Source: an optimization exercise on an open RTL-to-GDS flow (aim: small area). Production flows keep margins and buffers that such runs may drop. In this exercise RTL edits were held to simulation tests only and were not proved equivalent to the original.

==> build 65: inputs <==
Design synapse, start of the top module:
module synapse #(
    parameter DW = 16, T_DW = 4
)(
    input wire clk,
    input wire rst,
    input wire en,
    input wire [DW - 1 : 0] weights_w,
    input wire write_enable,
    output reg [DW - 1 : 0] weights_r,
    input wire read_enable,
    input wire [7:0] pre_spiking,
    output reg signed [DW - 1 : 0] spking_value,
    output reg post_en,
    input wire update_en,
    input wire signed [DW - 1 : 0] learning_rate
    );
clock: 14.0 ns
lec_check: 0
cap_margin: 20
core_margin: 2
core_utilization: 80
slew_margin: 20
synth_hierarchical: 1
synth_minimum_keep_size: 0
standard.sh (not shown) runs the stock make flow with config.mk's settings and CLKGATE_MAP_FILE= SYNTH_SCRIPT=/design/flow/synth_recipe.tcl, a recipe that flattens the netlist after the stock synthesis.
==> flow/flow/run.sh <==
#!/bin/bash
# The standard layout, with the port buffers made from the smallest
# buffer cell instead of the default one.
set -euo pipefail
bash standard.sh "BUFFER_PORTS_ARGS=-buffer_cell sky130_fd_sc_hd__buf_1" finish > standard.log 2>&1
==> build 49: changes against build 65 <==
- CORE_UTILIZATION: 80 -> 65
- CTS_CLUSTER_DIAMETER: unset -> 150
- CTS_CLUSTER_SIZE: unset -> 40
- GPL_TIMING_DRIVEN: unset -> 0
==> notes <==
In build 49 the clock skew is lower than in build 65, by 0.00068 ns. Between build 49 and build 65, the lower sequential share of layout area is in build 49 (gap 0.41 points).

==> raven <==
synapse, a different RTL version from the one above (not shown whole).
Design synapse, start of the top module:
module synapse #(
    parameter DW = 16, T_DW = 4
)(
    input wire clk,
    input wire rst,
    input wire en,
    input wire [DW - 1 : 0] weights_w,
    input wire write_enable,
    output reg [DW - 1 : 0] weights_r,
    input wire read_enable,
    input wire [7:0] pre_spiking,
    output reg signed [DW - 1 : 0] spking_value,
    output reg post_en,
    input wire update_en,
    input wire signed [DW - 1 : 0] learning_rate
    );
export LEC_CHECK = 0
export CAP_MARGIN = 20
export CORE_MARGIN = 2
export CORE_UTILIZATION = 75
export SLEW_MARGIN = 20
export SYNTH_HIERARCHICAL = 1
export SYNTH_MINIMUM_KEEP_SIZE = 0
create_clock -name core_clock -period 14.0 [get_ports {clk}]
Scripts as last shown in full above: flow/flow/run.sh
==> yarrow: changes against raven <==
--- a/flow/config.mk
+++ b/flow/config.mk
@@ -8,5 +8,5 @@
 export CAP_MARGIN = 20
 export CORE_MARGIN = 2
-export CORE_UTILIZATION = 75
+export CORE_UTILIZATION = 65
 export SLEW_MARGIN = 20
 export SYNTH_HIERARCHICAL = 1
==> comparison table <==
quantity                                                                yarrow                    raven
Result of the run                                      complete, no violations  complete, no violations
Vias in the first global route                                           13453                    13836
Final Net Count                                                           2176                     2174
Global routing met3 resource utilization                               0.06395                  0.06897
Multi-input logic portion of the cell area                              0.7147                   0.7174
Minimum clock period                                                  13.49 ns                 13.62 ns
Data required time of the worst path                                  14.32 ns                 14.31 ns
Area enclosed by the die boundary                                0.02904 sq mm            0.02526 sq mm
Setup WS post-layout                                                 0.5078 ns                0.3830 ns
Critical Path Max Stage Delay                                          0.59 ns                  0.57 ns
Met2 layer usage reported by global route                               0.5083                   0.5782
Sequential Area                                                 0.003730 sq mm           0.003729 sq mm
Worst min-delay path startpoint                                        post_en                     done
Share of post-route cells with drive strength above 1                   0.1003                  0.09820
Clock latency (worst-skew pair)                                        0.45 ns                  0.44 ns
Sequential portion of the cell area                                     0.1929                   0.1936
Final Cycle Share                                                       0.9637                   0.9726
Maximum achievable frequency                                       0.07412 GHz              0.07344 GHz
Footprint of the multi-input gates                               0.01382 sq mm            0.01382 sq mm

separate check: timing with driven ports:
Ports are ideal in the flow. The routed layouts listed here were re-timed in OpenROAD.
Step 1, drivers: a clkbuf_16 drives clk and a buf_2 each remaining input, both assumed.
Step 2 adds t to the input delays and takes it off the output delays; t is the mean of the earliest and latest rising clock arrival at the registers after step 1. Input paths then give back, and output paths get back, about the clock's delay inside the block.
a / b / c = ideal / step 1 / step 2; a / b = the first two.
run	shift t [ns]	setup slack, ns	latest minus earliest clock arrival (ns)	worst register clock-pin slew, ns
build 65	0.500	0.190 / 0.190 / 0.190	0.020 / 0.020	0.09 / 0.09
build 49	0.504	0.347 / 0.347 / 0.347	0.019 / 0.020	0.09 / 0.09
raven	0.481	0.383 / 0.383 / 0.383	0.014 / 0.014	0.09 / 0.09
yarrow	0.496	0.508 / 0.508 / 0.508	0.010 / 0.010	0.08 / 0.08
After both steps every run listed still meets setup and hold.
